Context: an optimization exercise on an open-source flow, tuned for small area, a short achievable clock period and few clock cycles per item. The choices shown serve that exercise and are no tape-out recipe.
Function was checked by simulation only, so behaviour that the tests miss may differ from the original.
Power figures rest on the tool's default switching activity, not on a simulated workload.

Setup of the baseline:
==> module inversion_new, before the edit <==
module inversion_new(clk, rst, done_primitive, 
							control_group3, done_inversion, 
							state, inv_rom_dout, count);
input clk, rst;
input done_primitive;	 
output [8:0] control_group3;
output done_inversion;		
output [2:0] state;
output [7:0] inv_rom_dout;
output [7:0] count;
wire [3:0] BasePtSel;
reg [1:0] Base_en, mode;
reg en_primitive;
reg [3:0] inv_rom_address;
wire [7:0] inv_rom_dout;
reg [7:0] count;
wire count_one, chain_end, inv_rom_dout_one;
reg [2:0] BasePtSel1;
reg inc_rom_address, count_init, count_dec;
reg [2:0] state, nextstate;
reg first_run;
reg pp;		 
inversion_rom	inv_rom(inv_rom_address, inv_rom_dout);
assign BasePtSel = {1'b0, BasePtSel1};
assign control_group3 = {BasePtSel, Base_en, mode, en_primitive};
always @(posedge clk)
begin
	if(rst)
		inv_rom_address <= 4'd0;
	else if(inc_rom_address)
		inv_rom_address <= inv_rom_address + 1'b1;
	else
		inv_rom_address <= inv_rom_address;
end
always @(posedge clk)
begin
	if(count_init)
		count <= inv_rom_dout;
	else if(count_dec)
		count <= count - 1'b1;
	else
		count <= count;
end		
assign count_one = (count==8'd1) ? 1'b1 : 1'b0;
assign chain_end = (inv_rom_address==4'd11) ? 1'b1 : 1'b0;
assign inv_rom_dout_one = (inv_rom_dout==4'd1) ? 1'b1 : 1'b0;
always @(posedge clk)
begin
	if(rst)
		state<=3'd0;
	else
		state<=nextstate;
end		
always @(posedge clk)
begin
	if(rst)
		pp<=1'b0;
	else if(state==3'd3)
		pp<=~pp;
end
always @(posedge clk)
begin
	if(rst)
		first_run<=1'b1;
	else if(state==3'd5)
		first_run<=1'b0;
	else
		first_run<=first_run;
end		
always @*
begin
	case(state)
	3'd0: begin  
				BasePtSel1<=3'd0; Base_en<=2'd0; mode<=2'd0; en_primitive<=1'b0;
				inc_rom_address<=1'b0; count_init<=1'b0; count_dec<=1'b0;
			end
	3'd1: begin  
				Base_en<=2'd1; mode<=2'd0; en_primitive<=1'b0;
				inc_rom_address<=1'b0; count_init<=1'b1; count_dec<=1'b0;
				if(first_run) BasePtSel1<=3'd6; else BasePtSel1<=3'd7;  
			end
	3'd2: begin  
				BasePtSel1<=pp ? 3'd2 : 3'd1; Base_en<=2'd0; mode<=2'd1; en_primitive<=1'b1;
				inc_rom_address<=1'b0; count_init<=1'b0; count_dec<=1'b0;
			end			
	3'd3: begin  
				BasePtSel1<=pp ? 3'd2 : 3'd1; Base_en<=2'd1; mode<=2'd1; en_primitive<=1'b0;
				inc_rom_address<=1'b0; count_init<=1'b0; count_dec<=1'b1;
			end			
	3'd4: begin  
				Base_en<=2'd2; mode<=2'd0; en_primitive<=1'b0;
				inc_rom_address<=1'b1; count_init<=1'b0; count_dec<=1'b0;
				if(inv_rom_dout_one) BasePtSel1<=3'd6; else BasePtSel1<=3'd7;
			end
	3'd5: begin  
				BasePtSel1<=3'd7; Base_en<=2'd0; mode<=2'd0; en_primitive<=1'b1;
				inc_rom_address<=1'b0; count_init<=1'b0; count_dec<=1'b0;
			end
	3'd6: begin  
				BasePtSel1<=3'd7; Base_en<=2'd0; mode<=2'd1; en_primitive<=1'b1;
				inc_rom_address<=1'b0; count_init<=1'b0; count_dec<=1'b0;
			end			
	3'd7: begin  
				BasePtSel1<=3'd1; Base_en<=2'd0; mode<=2'd0; en_primitive<=1'b0;
				inc_rom_address<=1'b0; count_init<=1'b0; count_dec<=1'b0;
			end
	default: begin  
				BasePtSel1<=3'd1; Base_en<=2'd0; mode<=2'd0; en_primitive<=1'b0;
				inc_rom_address<=1'b0; count_init<=1'b0; count_dec<=1'b0;
			end	
	endcase
end
always @(state or done_primitive or count_one or chain_end)
begin
	case(state)
	3'd0: nextstate<=3'd1;
	3'd1: begin
				if(chain_end & done_primitive)
					nextstate<=3'd6;
				else
					nextstate<=3'd2;
			end
	3'd2: begin
				if(done_primitive)
					nextstate<=3'd3;
				else
					nextstate<=3'd2;
			end		
	3'd3: begin
				if(count_one)
					nextstate<=3'd4;
				else
					nextstate<=3'd2;
			end		
	3'd4: nextstate<=3'd5;
	3'd5: begin
				if(done_primitive)
					nextstate<=3'd1;
				else
					nextstate<=3'd5;
			end
	3'd6: begin
				if(done_primitive)
					nextstate<=3'd7;
				else
					nextstate<=3'd6;			
			end
	3'd7: nextstate<=3'd7;
	default: nextstate<=3'd1;	
	endcase
end	
assign done_inversion = (state==3'd7) ? 1'b1 : 1'b0;
endmodule
export LEC_CHECK = 0
export ABC_AREA = 1
export CAP_MARGIN = 20
export CORE_MARGIN = 2
export CORE_UTILIZATION = 40
export SETUP_SLACK_MARGIN = 5
export SLEW_MARGIN = 20
create_clock -name core_clock -period 10.0 [get_ports {clk}]
run.sh (not shown) runs the stock make flow with config.mk's settings and CLKGATE_MAP_FILE= SYNTH_SCRIPT=/design/flow/synth_recipe.tcl, a recipe that flattens the netlist after the stock synthesis.
Testbench counts of the baseline, summed over its fixed seeds: cycles 8,836,244, items 12.
#### Input delta (the candidate over the baseline)
--- a/flow/design.v
+++ b/flow/design.v
@@ -752,9 +752,8 @@
 reg [2:0] BasePtSel1;
 reg inc_rom_address, count_init, count_dec;
 reg [2:0] state, nextstate;
 reg first_run;
-reg pp;		 
 inversion_rom	inv_rom(inv_rom_address, inv_rom_dout);
 assign BasePtSel = {1'b0, BasePtSel1};
 assign control_group3 = {BasePtSel, Base_en, mode, en_primitive};
 always @(posedge clk)
@@ -787,22 +786,15 @@
 end		
 always @(posedge clk)
 begin
 	if(rst)
-		pp<=1'b0;
-	else if(state==3'd3)
-		pp<=~pp;
-end
-always @(posedge clk)
-begin
-	if(rst)
 		first_run<=1'b1;
 	else if(state==3'd5)
 		first_run<=1'b0;
 	else
 		first_run<=first_run;
 end		
-always @*
+always @(state or first_run or inv_rom_dout_one)
 begin
 	case(state)
 	3'd0: begin  
 				BasePtSel1<=3'd0; Base_en<=2'd0; mode<=2'd0; en_primitive<=1'b0;
@@ -813,13 +805,13 @@
 				inc_rom_address<=1'b0; count_init<=1'b1; count_dec<=1'b0;
 				if(first_run) BasePtSel1<=3'd6; else BasePtSel1<=3'd7;  
 			end
 	3'd2: begin  
-				BasePtSel1<=pp ? 3'd2 : 3'd1; Base_en<=2'd0; mode<=2'd1; en_primitive<=1'b1;
+				BasePtSel1<=3'd1; Base_en<=2'd0; mode<=2'd1; en_primitive<=1'b1;
 				inc_rom_address<=1'b0; count_init<=1'b0; count_dec<=1'b0;
 			end			
 	3'd3: begin  
-				BasePtSel1<=pp ? 3'd2 : 3'd1; Base_en<=2'd1; mode<=2'd1; en_primitive<=1'b0;
+				BasePtSel1<=3'd1; Base_en<=2'd1; mode<=2'd1; en_primitive<=1'b0;
 				inc_rom_address<=1'b0; count_init<=1'b0; count_dec<=1'b1;
 			end			
 	3'd4: begin  
 				Base_en<=2'd2; mode<=2'd0; en_primitive<=1'b0;
Notes after the runs:
[compare] base=the baseline new=the candidate: critical path's largest stage delay saw little to no change, total met2 wirelength after detailed routing rose about 1%, die area went down by 0.68%, synthesized cell count shows no meaningful change.
Portion of total power attributed to combinational logic sits higher in the candidate than in the baseline.
NOTE: instance count along the most critical hold path in the candidate exceeds that of the baseline
Reported for the baseline and the candidate, global-route congestion overflow total turned out identical to the last digit.
Inverter count of the layout excluding clock inverters in the candidate vs the baseline: down 1.3%
For the combinational power, the candidate came in about 2% lower than the baseline did.
Delta (the candidate minus the baseline): met1 routing resource usage after global routing saw an increase; die width saw a decrease; total power saw a decrease.
Slowest stage cell on the critical path = clkdlybuf4s50_1: the candidate; slowest stage cell on the critical path = dfxtp_2: the baseline
Going from the baseline to the candidate, the final worst-path setup slack was found to have gone up by 0.036 ns.
Testbench counts of the candidate, summed over its fixed seeds: cycles 8,978,804, items 12.

## before
ecsm_processor, a different RTL version from the one above (not shown whole).
For scale: ~430 flip-flops, roughly 45 I/O pins, roughly 0.034 mm2 of cells after synthesis.
==> module processor, before the edit <==
module 	processor(clk, rst, instruction_ready, instruction, op0, op1, op2,
			address, doutb, dina, wea, length_even, done_SC, Tbit_pair, flag_adjustment, instruction_executed,
			state_SC, fuse, op3, pvar);
input clk, rst;
input instruction_ready;
input [2:0] instruction;
input [3:0] op0, op1, op2;
output [7:0] address;
input [15:0] doutb;
output [15:0] dina;
output wea;
output length_even, done_SC;
output [1:0] Tbit_pair, flag_adjustment;
output instruction_executed;
output [5:0] state_SC;
input fuse;		 
input [3:0] op3;
input [1:0] pvar;	 
wire [5:0] state_SC;
wire [8:0] length_counter;
wire [15:0] CL, R2, R1;
wire [2:0] state_inv;
wire [7:0] inv_rom_dout;
wire [7:0] count;
wire done_primitive, done_inversion;
wire [8:0] control_group3, control_group3_ins, control_group3_inv;
wire [3:0] BasePtSel;
wire [1:0] Base_en, mode;
wire en_primitive, en_invert, suspend;
wire [4:0] SCOffset;
wire [2:0] BaseSel_SC;
wire [8:0] control_group1, control_group1_SC;
wire [13:0] control_group2, control_group2_SC;
wire b0_one, b1_zero, M4_out0;
wire [1:0] Tbit_pair, flag_adjustment;
wire wea_SC, address_carryin;
wire Tbit_no_sign, rst_d_carry, LSB_store;
wire [7:0] address_SC, RdBase1, RdBase2, BasePointer, RdBase1_n, RdBase2_n;
wire suspend_n, Tbit_no_sign_n, address_carryin_n;
wire [2:0] BaseSel_n;
wire [4:0] SCOffset_n;
wire [7:0] op0_base, op3_base;
wire [4:0] wc_SC_n, lc_hi_SC_n;
wire ns_hi_SC;
reg suspend_r;
reg [7:0] address_SC_r;
wire [15:0] dina_ALU;
wire [7:0] address_F, address_F_n;
wire [15:0] dina_F;
wire wea_F, wea_F_n, wea_SC_n;
reg [7:0] address_r;
reg wea_r;
instruction_decoder  INS_DEC(clk, rst, instruction_ready, Tbit_ready,
				  instruction, op0, op1, op2, done_primitive, done_inversion,
				  control_group3_ins, en_invert, suspend,
				  instruction_executed, suspend_n);
always @(posedge clk)
	suspend_r <= rst | suspend_n;
scalarconv_top	 SC(clk, rst, suspend_r, Tbit_no_sign, b0_one, b1_zero, M4_out0, flag_adjustment,
	  	 rst_d_carry, control_group1_SC, control_group2_SC, wea_SC, address_carryin, BaseSel_SC, SCOffset,
		 length_even, Tbit_ready, done_SC,
		 state_SC, length_counter, Tbit_no_sign_n, BaseSel_n, SCOffset_n, address_carryin_n, wea_SC_n,
		 wc_SC_n, lc_hi_SC_n, ns_hi_SC);
inversion_new	IN(clk, ~en_invert, done_primitive,
				control_group3_inv, done_inversion,
				state_inv, inv_rom_dout, count);
fau		FU(clk, rst | ~en_primitive, mode, RdBase1, RdBase2, BasePointer,
		   doutb, address_F, dina_F, wea_F, done_primitive, address_F_n, wea_F_n, op3_base, fuse);
top_ALU			ALU(clk, rst, rst_d_carry, control_group1, control_group2, mode, 1'b1, 1'b0, 3'd0,
			    LSB_store, Tbit_no_sign, doutb, dina_ALU, b0_one, b1_zero, Tbit_pair, M4_out0, flag_adjustment,
       			    CL, R2, R1, Tbit_no_sign_n);
addressb		ADDR(clk, rst, 5'd0, 6'd0, SCOffset, suspend_r,
			     BasePtSel, (suspend_r==1'b0) ? BaseSel_SC : 3'd0, 1'b0, Base_en, address_carryin, address_SC,
			     RdBase1, RdBase2, BasePointer, RdBase1_n, RdBase2_n, pvar);
ROM2 OP0BASE(op0, op0_base);
ROM2 OP3BASE(op3, op3_base);
localparam [7:0] SC_RDBASE1 = 8'd0, SC_RDBASE2 = 8'd18, SC_WTBASE = 8'd54;
wire [7:0] wc8 = {3'b000, wc_SC_n};
wire [7:0] s_b0 = SC_RDBASE1 + wc8;
wire [7:0] s_b0c = SC_RDBASE1 + wc8 + 8'd1;
wire [7:0] s_b1 = SC_RDBASE2 + wc8;
wire [7:0] s_b2 = 8'd234 + wc8;
wire [7:0] s_b2c = 8'd235 + wc8;
wire [7:0] s_b3 = SC_WTBASE + wc8;
wire [7:0] s_b4 = 8'd243 + wc8;
wire [7:0] s_b5 = 8'd63 + wc8;
wire [7:0] s_b6 = 8'd72 + wc8;
wire [7:0] s_b7 = 8'd81 + wc8;
wire [7:0] s_hi = SC_RDBASE1 + {3'b000, lc_hi_SC_n};
reg [7:0] address_SC_n;
always @* begin
	if (ns_hi_SC) address_SC_n = s_hi;
	else case (BaseSel_n)
		3'd0: address_SC_n = address_carryin_n ? s_b0c : s_b0;
		3'd1: address_SC_n = s_b1;
		3'd2: address_SC_n = address_carryin_n ? s_b2c : s_b2;
		3'd3: address_SC_n = s_b3;
		3'd4: address_SC_n = s_b4;
		3'd5: address_SC_n = s_b5;
		3'd6: address_SC_n = s_b6;
		default: address_SC_n = s_b7;
	endcase
end
always @(posedge clk)
	address_SC_r <= address_SC_n;
wire suspend_nx = rst | suspend_n;
always @(posedge clk) begin
	address_r <= suspend_nx ? address_F_n : address_SC_n;
	wea_r <= suspend_nx ? wea_F_n : wea_SC_n;
end
assign control_group1 = (suspend_r==1'b0) ? control_group1_SC : 9'b001110010;
assign control_group2 = control_group2_SC;
assign control_group3 = (en_invert) ? control_group3_inv : control_group3_ins;
assign {BasePtSel, Base_en, mode, en_primitive} = control_group3;
assign address = address_r;
assign dina = (suspend_r==1'b0) ? dina_ALU : dina_F;
assign wea = wea_r;
endmodule
clock: 10.0 ns
lec_check: 0
abc_area: 1
cap_margin: 20
core_margin: 2
core_utilization: 40
cts_buf_list: sky130_fd_sc_hd__clkbuf_4 sky130_fd_sc_hd__clkbuf_8
setup_slack_margin: 5
slew_margin: 20
standard.sh (not shown) runs the stock make flow with config.mk's settings and CLKGATE_MAP_FILE= SYNTH_SCRIPT=/design/flow/synth_recipe.tcl, a recipe that flattens the netlist after the stock synthesis.
==> flow/flow/run.sh <==
#!/bin/bash
set -euo pipefail
sed -e 's/SETUP_SLACK_MARGIN=5/SETUP_SLACK_MARGIN=6 BUFFER_PORTS_ARGS="-buffer_cell sky130_fd_sc_hd__buf_4"/' standard.sh > standard_mod.sh
grep -q 'SETUP_SLACK_MARGIN=6' standard_mod.sh
bash standard_mod.sh > standard.log 2>&1
Testbench counts of before, summed over its fixed seeds: cycles 8,085,985, items 12.
Changes in after relative to before:
diff --git a/flow/design.v b/flow/design.v
--- a/flow/design.v
+++ b/flow/design.v
@@ -1680,17 +1680,16 @@
 ROM2 OP0BASE(op0, op0_base);
 ROM2 OP3BASE(op3, op3_base);
-localparam [7:0] SC_RDBASE1 = 8'd0, SC_RDBASE2 = 8'd18, SC_WTBASE = 8'd54;
 wire [7:0] wc8 = {3'b000, wc_SC_n};
-wire [7:0] s_b0 = SC_RDBASE1 + wc8;
-wire [7:0] s_b0c = SC_RDBASE1 + wc8 + 8'd1;
-wire [7:0] s_b1 = SC_RDBASE2 + wc8;
+wire [7:0] s_b0 = RdBase1_n + wc8;
+wire [7:0] s_b0c = RdBase1_n + wc8 + 8'd1;
+wire [7:0] s_b1 = RdBase2_n + wc8;
 wire [7:0] s_b2 = 8'd234 + wc8;
 wire [7:0] s_b2c = 8'd235 + wc8;
-wire [7:0] s_b3 = SC_WTBASE + wc8;
+wire [7:0] s_b3 = op0_base + wc8;
 wire [7:0] s_b4 = 8'd243 + wc8;
 wire [7:0] s_b5 = 8'd63 + wc8;
 wire [7:0] s_b6 = 8'd72 + wc8;
 wire [7:0] s_b7 = 8'd81 + wc8;
-wire [7:0] s_hi = SC_RDBASE1 + {3'b000, lc_hi_SC_n};
+wire [7:0] s_hi = RdBase1_n + {3'b000, lc_hi_SC_n};
 reg [7:0] address_SC_n;
 always @* begin
Compared with before, after degrades total power. On final period demand of the worst path, before beats after. [after vs before] largest driver fanout on the critical path: lower in after. Compared with before, after ends up with a larger final cell area. Compared with before, after shows a higher multi-input logic cell count. Relative to before, the first-pass GRT wire length measured on after has increased by a few percent.
Testbench counts of after, summed over its fixed seeds: cycles 8,085,985, items 12.

## afterwards: timing with drivers on the ports
How much do the figures lean on ideal ports? The routed layouts below were timed once more, with nothing changed but the port constraints. Step 1 sets driving cells, clkbuf_16 on the clock port and buf_2 on the other inputs (assumed; they add their load-dependent delay and slew). Step 2 times the ports against the registers' clock, not the clock port: input delays grow and output delays shrink by t, the midpoint of the rising clock arrivals with the driver on. Slacks: no drivers / after step 1 / after step 2; pairs: no drivers / after step 1.
run	t, ns	setup WS [ns]	worst hold slack (ns)
the baseline	0.665	5.288 / 5.288 / 4.805	0.407 / 0.407 / 0.407
the candidate	0.693	5.323 / 5.360 / 4.667	0.407 / 0.407 / 0.407
before	0.741	6.049 / 6.050 / 5.344	0.407 / 0.407 / 0.407
after	0.755	5.647 / 5.647 / 5.299	0.409 / 0.409 / 0.409
After both steps setup and hold are still met in every run listed. For before, which loses most, drivers alone change the setup slack by +0.001 ns; drivers and shift together by -0.705 ns.
